From an optimization exercise on the open Yosys and OpenROAD flow, aimed at small area and a short achievable clock period; shortcuts taken in it are not production practice.
No functional check of the RTL was part of any run shown here.
Power and IR drop assume default switching activity.

## flow/design.v (module list and top-level ports; edited modules follow where they fit)
// module FP32Mul_fa: 4 lines
// module FP32Mul_ha: 4 lines
// module FP32Mul_bsel: 3 lines
// module FP32Mul_add48: 261 lines
// module FP32Mul_shr: 150 lines
// module FP32Mul_lzc: 60 lines
// module FP32Multi: 1370 lines
module FP32Multi
(
    input         clk,
    input         input_valid,
    input [31:0]  x1,
    input [31:0]  x2,
    output [31:0] y,
    output reg    out_valid
);
  // ...
==> flow/flow/run.sh <==
#!/bin/bash
# Layout flow: the standard ORFS flow, with synthesis mapped by the ABC
# script in flow/abc.script (no ABC-side buffering/sizing; OpenROAD sizes
# the gates after placement) at a tighter ABC delay target.
set -euo pipefail
HERE=$(pwd)
ABC_D=${ABC_D:-$(cat flow/abc_d.txt 2>/dev/null || echo 3300)}
{
  cat <<'EOT'
proc abc {args} {
  set new {}
  set skip 0
  foreach a $args {
    if {$skip} { set skip 0; continue }
    if {$a eq "-script"} { lappend new -script $::env(MY_ABC_SCRIPT); set skip 1; continue }
    if {$a eq "-D"} { lappend new -D $::env(MY_ABC_D); set skip 1; continue }
    lappend new $a
  }
  puts "flow abc: $new"
  yosys abc {*}$new
}
EOT
  cat synth_recipe.tcl
} > my_synth.tcl
# optional extra ORFS settings
[ -f flow/env.sh ] && source flow/env.sh
export MY_ABC_SCRIPT=$HERE/flow/abc.script
export MY_ABC_D=$ABC_D
sed "s#SYNTH_SCRIPT=[^ ]*#SYNTH_SCRIPT=$HERE/my_synth.tcl#" standard.sh > my_standard.sh
bash my_standard.sh > flow_make.log 2>&1
==> flow/flow/abc.script <==
&get -n
&st
&dch
&nf -R 1000
&put
topo
stime -c
==> flow/flow/env.sh <==
export BUFFER_PORTS_ARGS="-buffer_cell sky130_fd_sc_hd__buf_1"
==> flow/standard.sh <==
#!/bin/bash
# synth_recipe.tcl (not shown) runs the flow's synth.tcl, then flattens the netlist and writes it again
# the make line also repeats each setting of config.mk as NAME=value (left out here)
make -C /OpenROAD-flow-scripts/flow DESIGN_CONFIG=/design/flow/config.mk WORK_HOME=/design/flow/orfs CLKGATE_MAP_FILE= SYNTH_SCRIPT=/design/flow/synth_recipe.tcl "${@:-finish}"
==> flow/config.mk <==
export PLATFORM = sky130hd
export DESIGN_NAME = FP32Multi
export DESIGN_NICKNAME = FP32Multi
export VERILOG_FILES = /design/flow/design.v
export SDC_FILE = /design/flow/constraint.sdc
export NUM_CORES = 4
export LEC_CHECK = 0
export CAP_MARGIN = 20
export CORE_MARGIN = 2
export CORE_UTILIZATION = 60
export CTS_BUF_LIST = sky130_fd_sc_hd__clkbuf_4 sky130_fd_sc_hd__clkbuf_8
export PLACE_DENSITY = 0.72
export SETUP_SLACK_MARGIN = 5
export SLEW_MARGIN = 20
export SYNTH_HIERARCHICAL = 1
export TNS_END_PERCENT = 0
==> flow/constraint.sdc <==
create_clock -name core_clock -period 8.5 [get_ports {clk}]
set_input_delay 1.7000 -clock core_clock [delete_from_list [all_inputs] [get_ports {clk}]]
set_output_delay 1.7000 -clock core_clock [all_outputs]
set_load 0.01 [all_outputs]
==> impl_results.md, run 1 <==
* Top Consumer: combinational cells
* Power density over cell area at 438 nW/µm²
* Top cells by area, synth: dfxtp_1 (24%), fa_1 (24%), xnor2_1 (13%)
* RSZ-0062 raised after global routing: true
* Most flops, register: sa_2
* Sink Count at 269
* CP Capture Type: register
* CTS resizes at 113
* Most frequent cells in the layout: xnor2_1 (337), a22oi_1 (276), fa_1 (263), dfxtp_1 (244), nand2_1 (120)
* Biggest regs: sa_2 (48), sb_2 (47), y_4 (32)
* Met2 Use GR at 0.584
* Combinational Power at 7820 µW
* Count leader, synth: xnor2_1
* Finish-stage setup viols at 0
* FF-to-FF Start: one_1[3]$_DFF_P_
* Final ANT Viol Nets at 0
* Comb pwr share at 0.685
* Sequential cell fraction of total power at 0.189
* Worst rel slew slack at 0.340
* Antenna fix cells at 0
* Multi-input logic area at 17300 µm²
* Num rows at 70
* Met1 global-route usage at 0.436
* H-tree depth at 2
* Status: complete, no violations
* Detailed placer's ending HPWL at 45700 µm
==> module FP32Mul_shr, before the edit <==
module FP32Mul_shr (input [47:0] p, input [3:0] sh, output [27:0] w);
    wire l0_0 = sh[3] ? p[32] : p[0];
    wire l0_1 = sh[3] ? p[33] : p[1];
    wire l0_2 = sh[3] ? p[34] : p[2];
    wire l0_3 = sh[3] ? p[35] : p[3];
    wire l0_4 = sh[3] ? p[36] : p[4];
    wire l0_5 = sh[3] ? p[37] : p[5];
    wire l0_6 = sh[3] ? p[38] : p[6];
    wire l0_7 = sh[3] ? p[39] : p[7];
    wire l0_8 = sh[3] ? p[40] : p[8];
    wire l0_9 = sh[3] ? p[41] : p[9];
    wire l0_10 = sh[3] ? p[42] : p[10];
    wire l0_11 = sh[3] ? p[43] : p[11];
    wire l0_12 = sh[3] ? p[44] : p[12];
    wire l0_13 = sh[3] ? p[45] : p[13];
    wire l0_14 = sh[3] ? p[46] : p[14];
    wire l0_15 = sh[3] ? p[47] : p[15];
    wire l0_16 = ~sh[3] & p[16];
    wire l0_17 = ~sh[3] & p[17];
    wire l0_18 = ~sh[3] & p[18];
    wire l0_19 = ~sh[3] & p[19];
    wire l0_20 = ~sh[3] & p[20];
    wire l0_21 = ~sh[3] & p[21];
    wire l0_22 = ~sh[3] & p[22];
    wire l0_23 = ~sh[3] & p[23];
    wire l0_24 = ~sh[3] & p[24];
    wire l0_25 = ~sh[3] & p[25];
    wire l0_26 = ~sh[3] & p[26];
    wire l0_27 = ~sh[3] & p[27];
    wire l0_28 = ~sh[3] & p[28];
    wire l0_29 = ~sh[3] & p[29];
    wire l0_30 = ~sh[3] & p[30];
    wire l0_31 = ~sh[3] & p[31];
    wire l0_32 = ~sh[3] & p[32];
    wire l0_33 = ~sh[3] & p[33];
    wire l0_34 = ~sh[3] & p[34];
    wire l0_35 = ~sh[3] & p[35];
    wire l0_36 = ~sh[3] & p[36];
    wire l0_37 = ~sh[3] & p[37];
    wire l0_38 = ~sh[3] & p[38];
    wire l0_39 = ~sh[3] & p[39];
    wire l0_40 = ~sh[3] & p[40];
    wire l0_41 = ~sh[3] & p[41];
    wire l0_42 = ~sh[3] & p[42];
    wire l0_43 = ~sh[3] & p[43];
    wire l0_44 = ~sh[3] & p[44];
    wire l0_45 = ~sh[3] & p[45];
    wire l0_46 = ~sh[3] & p[46];
    wire l0_47 = ~sh[3] & p[47];
    wire l1_0 = sh[2] ? l0_16 : l0_0;
    wire l1_1 = sh[2] ? l0_17 : l0_1;
    wire l1_2 = sh[2] ? l0_18 : l0_2;
    wire l1_3 = sh[2] ? l0_19 : l0_3;
    wire l1_4 = sh[2] ? l0_20 : l0_4;
    wire l1_5 = sh[2] ? l0_21 : l0_5;
    wire l1_6 = sh[2] ? l0_22 : l0_6;
    wire l1_7 = sh[2] ? l0_23 : l0_7;
    wire l1_8 = sh[2] ? l0_24 : l0_8;
    wire l1_9 = sh[2] ? l0_25 : l0_9;
    wire l1_10 = sh[2] ? l0_26 : l0_10;
    wire l1_11 = sh[2] ? l0_27 : l0_11;
    wire l1_12 = sh[2] ? l0_28 : l0_12;
    wire l1_13 = sh[2] ? l0_29 : l0_13;
    wire l1_14 = sh[2] ? l0_30 : l0_14;
    wire l1_15 = sh[2] ? l0_31 : l0_15;
    wire l1_16 = sh[2] ? l0_32 : l0_16;
    wire l1_17 = sh[2] ? l0_33 : l0_17;
    wire l1_18 = sh[2] ? l0_34 : l0_18;
    wire l1_19 = sh[2] ? l0_35 : l0_19;
    wire l1_20 = sh[2] ? l0_36 : l0_20;
    wire l1_21 = sh[2] ? l0_37 : l0_21;
    wire l1_22 = sh[2] ? l0_38 : l0_22;
    wire l1_23 = sh[2] ? l0_39 : l0_23;
    wire l1_24 = sh[2] ? l0_40 : l0_24;
    wire l1_25 = sh[2] ? l0_41 : l0_25;
    wire l1_26 = sh[2] ? l0_42 : l0_26;
    wire l1_27 = sh[2] ? l0_43 : l0_27;
    wire l1_28 = sh[2] ? l0_44 : l0_28;
    wire l1_29 = sh[2] ? l0_45 : l0_29;
    wire l1_30 = sh[2] ? l0_46 : l0_30;
    wire l1_31 = sh[2] ? l0_47 : l0_31;
    wire l1_32 = ~sh[2] & l0_32;
    wire l1_33 = ~sh[2] & l0_33;
    wire l1_34 = ~sh[2] & l0_34;
    wire l1_35 = ~sh[2] & l0_35;
    wire l1_36 = ~sh[2] & l0_36;
    wire l1_37 = ~sh[2] & l0_37;
    wire l1_38 = ~sh[2] & l0_38;
    wire l1_39 = ~sh[2] & l0_39;
    wire l2_0 = sh[1] ? l1_8 : l1_0;
    wire l2_1 = sh[1] ? l1_9 : l1_1;
    wire l2_2 = sh[1] ? l1_10 : l1_2;
    wire l2_3 = sh[1] ? l1_11 : l1_3;
    wire l2_4 = sh[1] ? l1_12 : l1_4;
    wire l2_5 = sh[1] ? l1_13 : l1_5;
    wire l2_6 = sh[1] ? l1_14 : l1_6;
    wire l2_7 = sh[1] ? l1_15 : l1_7;
    wire l2_8 = sh[1] ? l1_16 : l1_8;
    wire l2_9 = sh[1] ? l1_17 : l1_9;
    wire l2_10 = sh[1] ? l1_18 : l1_10;
    wire l2_11 = sh[1] ? l1_19 : l1_11;
    wire l2_12 = sh[1] ? l1_20 : l1_12;
    wire l2_13 = sh[1] ? l1_21 : l1_13;
    wire l2_14 = sh[1] ? l1_22 : l1_14;
    wire l2_15 = sh[1] ? l1_23 : l1_15;
    wire l2_16 = sh[1] ? l1_24 : l1_16;
    wire l2_17 = sh[1] ? l1_25 : l1_17;
    wire l2_18 = sh[1] ? l1_26 : l1_18;
    wire l2_19 = sh[1] ? l1_27 : l1_19;
    wire l2_20 = sh[1] ? l1_28 : l1_20;
    wire l2_21 = sh[1] ? l1_29 : l1_21;
    wire l2_22 = sh[1] ? l1_30 : l1_22;
    wire l2_23 = sh[1] ? l1_31 : l1_23;
    wire l2_24 = sh[1] ? l1_32 : l1_24;
    wire l2_25 = sh[1] ? l1_33 : l1_25;
    wire l2_26 = sh[1] ? l1_34 : l1_26;
    wire l2_27 = sh[1] ? l1_35 : l1_27;
    wire l2_28 = sh[1] ? l1_36 : l1_28;
    wire l2_29 = sh[1] ? l1_37 : l1_29;
    wire l2_30 = sh[1] ? l1_38 : l1_30;
    wire l2_31 = sh[1] ? l1_39 : l1_31;
    assign w[0] = sh[0] ? l2_4 : l2_0;
    assign w[1] = sh[0] ? l2_5 : l2_1;
    assign w[2] = sh[0] ? l2_6 : l2_2;
    assign w[3] = sh[0] ? l2_7 : l2_3;
    assign w[4] = sh[0] ? l2_8 : l2_4;
    assign w[5] = sh[0] ? l2_9 : l2_5;
    assign w[6] = sh[0] ? l2_10 : l2_6;
    assign w[7] = sh[0] ? l2_11 : l2_7;
    assign w[8] = sh[0] ? l2_12 : l2_8;
    assign w[9] = sh[0] ? l2_13 : l2_9;
    assign w[10] = sh[0] ? l2_14 : l2_10;
    assign w[11] = sh[0] ? l2_15 : l2_11;
    assign w[12] = sh[0] ? l2_16 : l2_12;
    assign w[13] = sh[0] ? l2_17 : l2_13;
    assign w[14] = sh[0] ? l2_18 : l2_14;
    assign w[15] = sh[0] ? l2_19 : l2_15;
    assign w[16] = sh[0] ? l2_20 : l2_16;
    assign w[17] = sh[0] ? l2_21 : l2_17;
    assign w[18] = sh[0] ? l2_22 : l2_18;
    assign w[19] = sh[0] ? l2_23 : l2_19;
    assign w[20] = sh[0] ? l2_24 : l2_20;
    assign w[21] = sh[0] ? l2_25 : l2_21;
    assign w[22] = sh[0] ? l2_26 : l2_22;
    assign w[23] = sh[0] ? l2_27 : l2_23;
    assign w[24] = sh[0] ? l2_28 : l2_24;
    assign w[25] = sh[0] ? l2_29 : l2_25;
    assign w[26] = sh[0] ? l2_30 : l2_26;
    assign w[27] = sh[0] ? l2_31 : l2_27;
endmodule
==> inputs of run 2 (changes only) <==
--- a/flow/design.v
+++ b/flow/design.v
@@ -266,165 +266,105 @@
     assign s[41] = p0[41] ^ G121;
     assign s[42] = p0[42] ^ G122;
     assign s[43] = p0[43] ^ G123;
     assign s[44] = p0[44] ^ G124;
     assign s[45] = p0[45] ^ G125;
     assign s[46] = p0[46] ^ G126;
     assign s[47] = p0[47] ^ G127;
 endmodule
-module FP32Mul_shr (input [47:0] p, input [3:0] sh, output [27:0] w);
-    wire l0_0 = sh[3] ? p[32] : p[0];
-    wire l0_1 = sh[3] ? p[33] : p[1];
-    wire l0_2 = sh[3] ? p[34] : p[2];
-    wire l0_3 = sh[3] ? p[35] : p[3];
-    wire l0_4 = sh[3] ? p[36] : p[4];
-    wire l0_5 = sh[3] ? p[37] : p[5];
-    wire l0_6 = sh[3] ? p[38] : p[6];
-    wire l0_7 = sh[3] ? p[39] : p[7];
-    wire l0_8 = sh[3] ? p[40] : p[8];
-    wire l0_9 = sh[3] ? p[41] : p[9];
-    wire l0_10 = sh[3] ? p[42] : p[10];
-    wire l0_11 = sh[3] ? p[43] : p[11];
-    wire l0_12 = sh[3] ? p[44] : p[12];
-    wire l0_13 = sh[3] ? p[45] : p[13];
-    wire l0_14 = sh[3] ? p[46] : p[14];
-    wire l0_15 = sh[3] ? p[47] : p[15];
-    wire l0_16 = ~sh[3] & p[16];
-    wire l0_17 = ~sh[3] & p[17];
-    wire l0_18 = ~sh[3] & p[18];
-    wire l0_19 = ~sh[3] & p[19];
-    wire l0_20 = ~sh[3] & p[20];
-    wire l0_21 = ~sh[3] & p[21];
-    wire l0_22 = ~sh[3] & p[22];
-    wire l0_23 = ~sh[3] & p[23];
-    wire l0_24 = ~sh[3] & p[24];
-    wire l0_25 = ~sh[3] & p[25];
-    wire l0_26 = ~sh[3] & p[26];
-    wire l0_27 = ~sh[3] & p[27];
-    wire l0_28 = ~sh[3] & p[28];
-    wire l0_29 = ~sh[3] & p[29];
-    wire l0_30 = ~sh[3] & p[30];
-    wire l0_31 = ~sh[3] & p[31];
-    wire l0_32 = ~sh[3] & p[32];
-    wire l0_33 = ~sh[3] & p[33];
-    wire l0_34 = ~sh[3] & p[34];
-    wire l0_35 = ~sh[3] & p[35];
-    wire l0_36 = ~sh[3] & p[36];
-    wire l0_37 = ~sh[3] & p[37];
-    wire l0_38 = ~sh[3] & p[38];
-    wire l0_39 = ~sh[3] & p[39];
-    wire l0_40 = ~sh[3] & p[40];
-    wire l0_41 = ~sh[3] & p[41];
-    wire l0_42 = ~sh[3] & p[42];
-    wire l0_43 = ~sh[3] & p[43];
-    wire l0_44 = ~sh[3] & p[44];
-    wire l0_45 = ~sh[3] & p[45];
-    wire l0_46 = ~sh[3] & p[46];
-    wire l0_47 = ~sh[3] & p[47];
-    wire l1_0 = sh[2] ? l0_16 : l0_0;
-    wire l1_1 = sh[2] ? l0_17 : l0_1;
-    wire l1_2 = sh[2] ? l0_18 : l0_2;
-    wire l1_3 = sh[2] ? l0_19 : l0_3;
-    wire l1_4 = sh[2] ? l0_20 : l0_4;
-    wire l1_5 = sh[2] ? l0_21 : l0_5;
-    wire l1_6 = sh[2] ? l0_22 : l0_6;
-    wire l1_7 = sh[2] ? l0_23 : l0_7;
-    wire l1_8 = sh[2] ? l0_24 : l0_8;
-    wire l1_9 = sh[2] ? l0_25 : l0_9;
-    wire l1_10 = sh[2] ? l0_26 : l0_10;
-    wire l1_11 = sh[2] ? l0_27 : l0_11;
-    wire l1_12 = sh[2] ? l0_28 : l0_12;
-    wire l1_13 = sh[2] ? l0_29 : l0_13;
-    wire l1_14 = sh[2] ? l0_30 : l0_14;
-    wire l1_15 = sh[2] ? l0_31 : l0_15;
-    wire l1_16 = sh[2] ? l0_32 : l0_16;
-    wire l1_17 = sh[2] ? l0_33 : l0_17;
-    wire l1_18 = sh[2] ? l0_34 : l0_18;
-    wire l1_19 = sh[2] ? l0_35 : l0_19;
-    wire l1_20 = sh[2] ? l0_36 : l0_20;
-    wire l1_21 = sh[2] ? l0_37 : l0_21;
-    wire l1_22 = sh[2] ? l0_38 : l0_22;
-    wire l1_23 = sh[2] ? l0_39 : l0_23;
-    wire l1_24 = sh[2] ? l0_40 : l0_24;
-    wire l1_25 = sh[2] ? l0_41 : l0_25;
-    wire l1_26 = sh[2] ? l0_42 : l0_26;
-    wire l1_27 = sh[2] ? l0_43 : l0_27;
-    wire l1_28 = sh[2] ? l0_44 : l0_28;
-    wire l1_29 = sh[2] ? l0_45 : l0_29;
-    wire l1_30 = sh[2] ? l0_46 : l0_30;
-    wire l1_31 = sh[2] ? l0_47 : l0_31;
-    wire l1_32 = ~sh[2] & l0_32;
-    wire l1_33 = ~sh[2] & l0_33;
-    wire l1_34 = ~sh[2] & l0_34;
-    wire l1_35 = ~sh[2] & l0_35;
-    wire l1_36 = ~sh[2] & l0_36;
-    wire l1_37 = ~sh[2] & l0_37;
-    wire l1_38 = ~sh[2] & l0_38;
-    wire l1_39 = ~sh[2] & l0_39;
-    wire l2_0 = sh[1] ? l1_8 : l1_0;
-    wire l2_1 = sh[1] ? l1_9 : l1_1;
-    wire l2_2 = sh[1] ? l1_10 : l1_2;
-    wire l2_3 = sh[1] ? l1_11 : l1_3;
-    wire l2_4 = sh[1] ? l1_12 : l1_4;
-    wire l2_5 = sh[1] ? l1_13 : l1_5;
-    wire l2_6 = sh[1] ? l1_14 : l1_6;
-    wire l2_7 = sh[1] ? l1_15 : l1_7;
-    wire l2_8 = sh[1] ? l1_16 : l1_8;
-    wire l2_9 = sh[1] ? l1_17 : l1_9;
-    wire l2_10 = sh[1] ? l1_18 : l1_10;
-    wire l2_11 = sh[1] ? l1_19 : l1_11;
-    wire l2_12 = sh[1] ? l1_20 : l1_12;
-    wire l2_13 = sh[1] ? l1_21 : l1_13;
-    wire l2_14 = sh[1] ? l1_22 : l1_14;
-    wire l2_15 = sh[1] ? l1_23 : l1_15;
-    wire l2_16 = sh[1] ? l1_24 : l1_16;
-    wire l2_17 = sh[1] ? l1_25 : l1_17;
-    wire l2_18 = sh[1] ? l1_26 : l1_18;
-    wire l2_19 = sh[1] ? l1_27 : l1_19;
-    wire l2_20 = sh[1] ? l1_28 : l1_20;
-    wire l2_21 = sh[1] ? l1_29 : l1_21;
-    wire l2_22 = sh[1] ? l1_30 : l1_22;
-    wire l2_23 = sh[1] ? l1_31 : l1_23;
-    wire l2_24 = sh[1] ? l1_32 : l1_24;
-    wire l2_25 = sh[1] ? l1_33 : l1_25;
-    wire l2_26 = sh[1] ? l1_34 : l1_26;
-    wire l2_27 = sh[1] ? l1_35 : l1_27;
-    wire l2_28 = sh[1] ? l1_36 : l1_28;
-    wire l2_29 = sh[1] ? l1_37 : l1_29;
-    wire l2_30 = sh[1] ? l1_38 : l1_30;
-    wire l2_31 = sh[1] ? l1_39 : l1_31;
-    assign w[0] = sh[0] ? l2_4 : l2_0;
-    assign w[1] = sh[0] ? l2_5 : l2_1;
-    assign w[2] = sh[0] ? l2_6 : l2_2;
-    assign w[3] = sh[0] ? l2_7 : l2_3;
-    assign w[4] = sh[0] ? l2_8 : l2_4;
-    assign w[5] = sh[0] ? l2_9 : l2_5;
-    assign w[6] = sh[0] ? l2_10 : l2_6;
-    assign w[7] = sh[0] ? l2_11 : l2_7;
-    assign w[8] = sh[0] ? l2_12 : l2_8;
-    assign w[9] = sh[0] ? l2_13 : l2_9;
-    assign w[10] = sh[0] ? l2_14 : l2_10;
-    assign w[11] = sh[0] ? l2_15 : l2_11;
-    assign w[12] = sh[0] ? l2_16 : l2_12;
-    assign w[13] = sh[0] ? l2_17 : l2_13;
-    assign w[14] = sh[0] ? l2_18 : l2_14;
-    assign w[15] = sh[0] ? l2_19 : l2_15;
-    assign w[16] = sh[0] ? l2_20 : l2_16;
-    assign w[17] = sh[0] ? l2_21 : l2_17;
-    assign w[18] = sh[0] ? l2_22 : l2_18;
-    assign w[19] = sh[0] ? l2_23 : l2_19;
-    assign w[20] = sh[0] ? l2_24 : l2_20;
-    assign w[21] = sh[0] ? l2_25 : l2_21;
-    assign w[22] = sh[0] ? l2_26 : l2_22;
-    assign w[23] = sh[0] ? l2_27 : l2_23;
-    assign w[24] = sh[0] ? l2_28 : l2_24;
-    assign w[25] = sh[0] ? l2_29 : l2_25;
-    assign w[26] = sh[0] ? l2_30 : l2_26;
-    assign w[27] = sh[0] ? l2_31 : l2_27;
+module FP32Mul_shr (input [47:0] p, input [1:0] sh, output [39:0] w);
+    wire l0_0 = sh[1] ? p[32] : p[0];
+    wire l0_1 = sh[1] ? p[33] : p[1];
+    wire l0_2 = sh[1] ? p[34] : p[2];
+    wire l0_3 = sh[1] ? p[35] : p[3];
+    wire l0_4 = sh[1] ? p[36] : p[4];
+    wire l0_5 = sh[1] ? p[37] : p[5];
+    wire l0_6 = sh[1] ? p[38] : p[6];
+    wire l0_7 = sh[1] ? p[39] : p[7];
+    wire l0_8 = sh[1] ? p[40] : p[8];
+    wire l0_9 = sh[1] ? p[41] : p[9];
+    wire l0_10 = sh[1] ? p[42] : p[10];
+    wire l0_11 = sh[1] ? p[43] : p[11];
+    wire l0_12 = sh[1] ? p[44] : p[12];
+    wire l0_13 = sh[1] ? p[45] : p[13];
+    wire l0_14 = sh[1] ? p[46] : p[14];
+    wire l0_15 = sh[1] ? p[47] : p[15];
+    wire l0_16 = ~sh[1] & p[16];
+    wire l0_17 = ~sh[1] & p[17];
+    wire l0_18 = ~sh[1] & p[18];
+    wire l0_19 = ~sh[1] & p[19];
+    wire l0_20 = ~sh[1] & p[20];
+    wire l0_21 = ~sh[1] & p[21];
+    wire l0_22 = ~sh[1] & p[22];
+    wire l0_23 = ~sh[1] & p[23];
+    wire l0_24 = ~sh[1] & p[24];
+    wire l0_25 = ~sh[1] & p[25];
+    wire l0_26 = ~sh[1] & p[26];
+    wire l0_27 = ~sh[1] & p[27];
+    wire l0_28 = ~sh[1] & p[28];
+    wire l0_29 = ~sh[1] & p[29];
+    wire l0_30 = ~sh[1] & p[30];
+    wire l0_31 = ~sh[1] & p[31];
+    wire l0_32 = ~sh[1] & p[32];
+    wire l0_33 = ~sh[1] & p[33];
+    wire l0_34 = ~sh[1] & p[34];
+    wire l0_35 = ~sh[1] & p[35];
+    wire l0_36 = ~sh[1] & p[36];
+    wire l0_37 = ~sh[1] & p[37];
+    wire l0_38 = ~sh[1] & p[38];
+    wire l0_39 = ~sh[1] & p[39];
+    wire l0_40 = ~sh[1] & p[40];
+    wire l0_41 = ~sh[1] & p[41];
+    wire l0_42 = ~sh[1] & p[42];
+    wire l0_43 = ~sh[1] & p[43];
+    wire l0_44 = ~sh[1] & p[44];
+    wire l0_45 = ~sh[1] & p[45];
+    wire l0_46 = ~sh[1] & p[46];
+    wire l0_47 = ~sh[1] & p[47];
+    assign w[0] = sh[0] ? l0_16 : l0_0;
+    assign w[1] = sh[0] ? l0_17 : l0_1;
+    assign w[2] = sh[0] ? l0_18 : l0_2;
+    assign w[3] = sh[0] ? l0_19 : l0_3;
+    assign w[4] = sh[0] ? l0_20 : l0_4;
+    assign w[5] = sh[0] ? l0_21 : l0_5;
+    assign w[6] = sh[0] ? l0_22 : l0_6;
+    assign w[7] = sh[0] ? l0_23 : l0_7;
+    assign w[8] = sh[0] ? l0_24 : l0_8;
+    assign w[9] = sh[0] ? l0_25 : l0_9;
+    assign w[10] = sh[0] ? l0_26 : l0_10;
+    assign w[11] = sh[0] ? l0_27 : l0_11;
+    assign w[12] = sh[0] ? l0_28 : l0_12;
+    assign w[13] = sh[0] ? l0_29 : l0_13;
+    assign w[14] = sh[0] ? l0_30 : l0_14;
+    assign w[15] = sh[0] ? l0_31 : l0_15;
+    assign w[16] = sh[0] ? l0_32 : l0_16;
+    assign w[17] = sh[0] ? l0_33 : l0_17;
+    assign w[18] = sh[0] ? l0_34 : l0_18;
+    assign w[19] = sh[0] ? l0_35 : l0_19;
+    assign w[20] = sh[0] ? l0_36 : l0_20;
+    assign w[21] = sh[0] ? l0_37 : l0_21;
+    assign w[22] = sh[0] ? l0_38 : l0_22;
+    assign w[23] = sh[0] ? l0_39 : l0_23;
+    assign w[24] = sh[0] ? l0_40 : l0_24;
+    assign w[25] = sh[0] ? l0_41 : l0_25;
+    assign w[26] = sh[0] ? l0_42 : l0_26;
+    assign w[27] = sh[0] ? l0_43 : l0_27;
+    assign w[28] = sh[0] ? l0_44 : l0_28;
+    assign w[29] = sh[0] ? l0_45 : l0_29;
+    assign w[30] = sh[0] ? l0_46 : l0_30;
+    assign w[31] = sh[0] ? l0_47 : l0_31;
+    assign w[32] = ~sh[0] & l0_32;
+    assign w[33] = ~sh[0] & l0_33;
+    assign w[34] = ~sh[0] & l0_34;
+    assign w[35] = ~sh[0] & l0_35;
+    assign w[36] = ~sh[0] & l0_36;
+    assign w[37] = ~sh[0] & l0_37;
+    assign w[38] = ~sh[0] & l0_38;
+    assign w[39] = ~sh[0] & l0_39;
 endmodule
 module FP32Mul_lzc (input [22:0] f, output [4:0] lz);
     wire v0_0 = 1'b0 | f[22];
     wire v0_1 = f[21] | f[20];
     wire v0_2 = f[19] | f[18];
     wire v0_3 = f[17] | f[16];
     wire v0_4 = f[15] | f[14];
     wire v0_5 = f[13] | f[12];
@@ -1805,35 +1745,37 @@
     ex_2   <= ex;
     sub_2  <= sub_sel;
     ovf0_2 <= ovf0;
     ovf1_2 <= ovf1;
     s_2    <= s_1;
     v_2    <= v_1;
 end
 wire [47:0] p;
-wire [27:0] w4;
+wire [39:0] w16;
 FP32Mul_add48 u_add (.a(sa_2), .b(sb_2), .s(p));
-FP32Mul_shr   u_shr (.p(p), .sh(sh_2[5:2]), .w(w4));
-reg [27:0] w4_3;
-reg [1:0]  shl_3;
+FP32Mul_shr   u_shr (.p(p), .sh(sh_2[5:4]), .w(w16));
+reg [39:0] w16_3;
+reg [3:0]  shl_3;
 reg [7:0]  ex_3;
 reg        sub_3, ovf0_3, ovf1_3, s_3, v_3;
 always @(posedge clk) begin
-    w4_3   <= w4;
-    shl_3  <= sh_2[1:0];
+    w16_3  <= w16;
+    shl_3  <= sh_2[3:0];
     ex_3   <= ex_2;
     sub_3  <= sub_2;
     ovf0_3 <= ovf0_2;
     ovf1_3 <= ovf1_2;
     s_3    <= s_2;
     v_3    <= v_2;
 end
-wire [25:0] w2_3 = shl_3[1] ? w4_3[27:2] : w4_3[25:0];
-wire [24:0] w_3  = shl_3[0] ? w2_3[25:1] : w2_3[24:0];
+wire [31:0] w8_3 = shl_3[3] ? w16_3[39:8] : w16_3[31:0];
+wire [27:0] w4_3 = shl_3[2] ? w8_3[31:4]  : w8_3[27:0];
+wire [25:0] w2_3 = shl_3[1] ? w4_3[27:2]  : w4_3[25:0];
+wire [24:0] w_3  = shl_3[0] ? w2_3[25:1]  : w2_3[24:0];
 wire        n = ~w_3[24];
 reg  [7:0]  ey;
 reg  [22:0] fy;
 always @* begin
     if (sub_3) begin
         ey = {7'd0, ex_3[0] & w_3[24]};
         fy = w_3[23:1];
     end else if (n ? ovf1_3 : ovf0_3) begin
==> flow/config.mk (replaced) <==
export PLATFORM = sky130hd
export DESIGN_NAME = FP32Multi
export DESIGN_NICKNAME = FP32Multi
export VERILOG_FILES = /design/flow/design.v
export SDC_FILE = /design/flow/constraint.sdc
export NUM_CORES = 4
export LEC_CHECK = 0
export CAP_MARGIN = 20
export CORE_MARGIN = 2
export CORE_UTILIZATION = 60
export PLACE_DENSITY = 0.72
export SETUP_SLACK_MARGIN = 5
export SLEW_MARGIN = 20
export SYNTH_HIERARCHICAL = 1
export TNS_END_PERCENT = 0
==> run 2 against run 1 <==
Compared with the run above:
- sequential cell count is 14 higher
- register-to-register slack worse by 60 ps
- clock-buffer cell count shrank 21
- setup slack worse by 55 ps
- area after synthesis is 1.8% higher
- die area increased by 1.7%
- non-clock buffer count shrank 19
- largest power group unchanged
- still clean
- clock power shrank 4%
- highest routed layer is now met4
- critical path depth did not move
- first-iteration DRC count rose by 14%
==> impl_results.md, run 2 <==
* Synth Area in Adders at 0.301
* Die H at 199 µm
* Power density over cell area at 417 nW/µm² (-4.8%)
* Post-synthesis net count at 2638
* CP arrival at 4130 ps
* Clk buf depth at 3
* Post-synth ARST share at 0
* Antenna fix cells at 0 (unchanged)
* Slowest-stage cell, CP: fa_1
* CTS tree: built
* Post-synthesis mux area share at 0.0278
* Hold Path Class: reg2reg
* Syn Inst Count at 2184
* Avg Inst Size Synth at 10.4 µm²
* Share of post-route cells with drive strength above 1 at 0.0757
* Initial Util at 0.606
* Total of max-cap violations at 0
* Worst Skew at 21.1 ps
* Setup TNS at 0 ps
* RSZ-0062 raised after global routing: true
* Post-synthesis compound-gate area fraction at 0.164
* Top cells by area, synth: dfxtp_1 (25%), fa_1 (23%), xnor2_1 (13%)
* Detailed placer's ending HPWL at 44800 µm (-1.9%)
* Simple-gate share of the synthesized area at 0.0979
* 1st-pass router iterations at 7
* RePlAce Congestion at 0.934
* H-tree depth at 1 (-1)
* EDFF count, synth at 0
* Routed WL at 67800 µm
* Vias/cell at 6.40
* Fin crit share at 0.431
* Final ANT Viol Nets at 0 (unchanged)
* # nets final at 2836
* Biggest regs: sa_2 (48), sb_2 (47), w16_3 (40)
* Yosys top cell area share at 0.249
* Cell Area, Synth at 22700 µm²
* DRC viols at 0
* Top cells by count, synth: xnor2_1 (343), a22oi_1 (293), dfxtp_1 (283), fa_1 (266), ha_1 (122)
* Core Area at 37500 µm²
* Max FFs per register at 48
* Ys Warns at 7
* Final hold vios at 0
* CTS Root Cell: clkbuf_16
* Die ar. at 39400 µm²
* Pin count of the biggest net entering global routing at 66
* Most frequent cell on the critical path: fa_1
* Worst rel slew slack at 0.300 (-0.0401)
* Crit-path cells: buf_6, a22oi_1, xnor2_1, ha_1, fa_1, fa_1, fa_1, fa_1
* Crit-path max FO at 20
* Largest family of logic cells by synthesized area: adder cells
* Sink Count at 283 (+5.2%)
* Tightest Pin Transition at 1040 ps
* Layout area overhead at 13.4%
* Fin crit period at 3660 ps
* Commonest non-fill, non-tap cell in the layout: xnor2_1
* Clock Latency Late Sink at 600 ps
* Most flops, register: sa_2
* Worst Path Required at 8960 ps
* Finish-stage setup viols at 0 (unchanged)
* Register area share after synthesis at 0.249
* Most frequent cells in the layout: xnor2_1 (341), a22oi_1 (293), fa_1 (264), dfxtp_1 (257), nand2_1 (117)
* GRT Resource Usage Total at 0.348
* I/O pins at 99
* Setup CP Type: reg2reg
* Post-Synth XOR/XNOR Area at 0.146
* First-pass GRT wire length at 105000 µm
* WHS at 325 ps
* Max Fclk at 273 MHz
* Num rows at 71 (+1.4%)
* FF+latch count, synth at 283
* Hold_buf cts at 0
* Vias in the first global route at 19200
* Via count at 18700
* Peak supply drop at 0.000210 V
* LEAKAGE at 0.00951 µW
* Netlist cell types at 48
* DR iter-0 viols at 2254
* Status: complete, no violations
* Synth area leader: dfxtp_1
* Port bufs at 98
* CP Capture Type: register
* WL/cell at 23.2 µm
* Overflow after GRT at 0
* Clock slew seen by the registers of the worst setup and hold paths at 60 ps
* Initial antenna violation count at 0
* CP max stage delay at 620 ps
* Count leader, synth: xnor2_1
* Final core utilization at 0.687
* Max-slew violation count at 0
* Crit start category: register
* Most used flip-flop cell after synthesis: dfxtp_1
* Die W at 199 µm
* CTS Buf Count at 31
## run 2: cell count changes in the layout (fill, tap and decap cells not counted), moves of 13 or more
cell       previous run  this run
o21ai_1              20         7
buf_6                25         6
and2_0               36        17
o21ai_0              58        81
dfxtp_1             244       257
nor2b_1              21        40
a21oi_2              16         1
nand2b_1             18        50
clkbuf_8             51         3
clkbuf_16             0        32
a22oi_1             276       293
## run 2: where the power goes
| part | switching, µW | internal (µW) | total (µW) |
|---|---|---|---|
| clock network | 556 | 838 | 1390 |
| registers | 319 | 1950 | 2270 |
| logic | 4020 | 3060 | 7090 |
## run 2: Yosys stat by module, one instance, submodules excluded
| module | cells | times used | area [µm²] |
|---|---|---|---|
| FP32Multi | 898 | 1 | 9750 |
| FP32Mul_add48 | 259 | 1 | 1910 |
| FP32Mul_shr | 105 | 1 | 637 |
| FP32Mul_lzc | 42 | 2 | 213 |
| FP32Mul_fa | 1 | 258 | 20.0 |
| FP32Mul_bsel | 2 | 276 | 16.3 |
| FP32Mul_ha | 1 | 28 | 12.5 |
## run 2: timing repair
action	in CTS	in global routing
setup buffers	16	2
resized for setup	67	21
pin swaps	17	15
endpoints found under the setup margin	105	109
cloned	4	0
hold endpoints to repair	0	0
## run 2: worst paths after layout
kind	startpoint	endpoint	slack (ps)	cells past startpoint
setup reg to reg	m1_1[4]$_DFF_P_	sb_2[24]$_DFF_P_	4840	8
hold / removal	s_2$_DFF_P_	s_3$_DFF_P_	320	0
setup / recovery	m1_1[4]$_DFF_P_	sb_2[24]$_DFF_P_	4840	8
hold reg to reg	s_2$_DFF_P_	s_3$_DFF_P_	320	0
## run 2: cell type report
| class | instances | area [µm²] |
|---|---|---|
| clock buffer | 42 | 868 |
| clock inverter | 14 | 198 |
| fill | 2956 | 11700 |
| inverter | 82 | 312 |
| multi-input combinational | 1823 | 17100 |
| sequential | 283 | 5750 |
| tap | 511 | 639 |
| timing repair buffer | 161 | 903 |
## run 2: per-layer routing
metal | GRT usage | wire length (µm) | vias up
met5 | 0 | 0 | -
met4 | 0.135 | 2980 | 0
met3 | 0.107 | 7770 | 258
met2 | 0.551 | 30500 | 1126
met1 | 0.448 | 26600 | 9092
li1 | - | - | 8194
## run 2: kinds of logic (layout without fill, tap and decap cells)
group           count (synthesis)  after routing
mux                            58             58
fa+ha+maj                     388            388
flops                         283            283
other cells                     1              1
buf+inv                        82            299
xor+xnor                      378            378
compound gates                556            557
simple gates                  438            441
## run 2: worst max-delay path, delay by kind of cell, from the launching register on
family | cells | cell delay, ps
AOI/OAI and AO/OA | 1 | 160
xor gates and xnor gates | 1 | 170
adders and majority gates | 5 | 2320
buffers and inverters | 1 | 330
DFF | 1 | 540
## run 2: metrics by stage
step / area, µm² / worst slack [ps] / total power (µW) / instances
after floorplan: 22800 / 4750 / 6880 / 2184
after global placement: 24100 / 4310 / 8710 / 2838
after detailed placement: 24100 / 4200 / 8960 / 2838
after CTS: 25600 / 4940 / 10600 / 2914
after global routing: 25800 / 4780 / 11600 / 2916
final: 25800 / 4840 / 10800 / 2916

[re-timing with driven ports]
The results above use ideal ports. As a check the final layouts listed here were re-extracted and re-timed, cells and wires unchanged.
Step 1 assumes that a clkbuf_16 drives the clock port and a buf_2 every other input.
Step 2 times the ports against the registers' clock, not the clock port: input delays grow and output delays shrink by t, the midpoint of the rising clock arrivals with the driver on.
a / b / c = ideal / step 1 / step 2; a / b = the first two.
run	shift t [ns]	setup WS [ns]	worst slew at a driven data input, ns
run 1	0.642	4.891 / 4.891 / 4.753	0.04
run 2	0.645	4.835 / 4.835 / 4.835	0.04
After both steps every run listed still meets setup and hold. The setup slack of run 1, which loses most, moves by 0.000 ns with the drivers and by -0.138 ns with both steps.
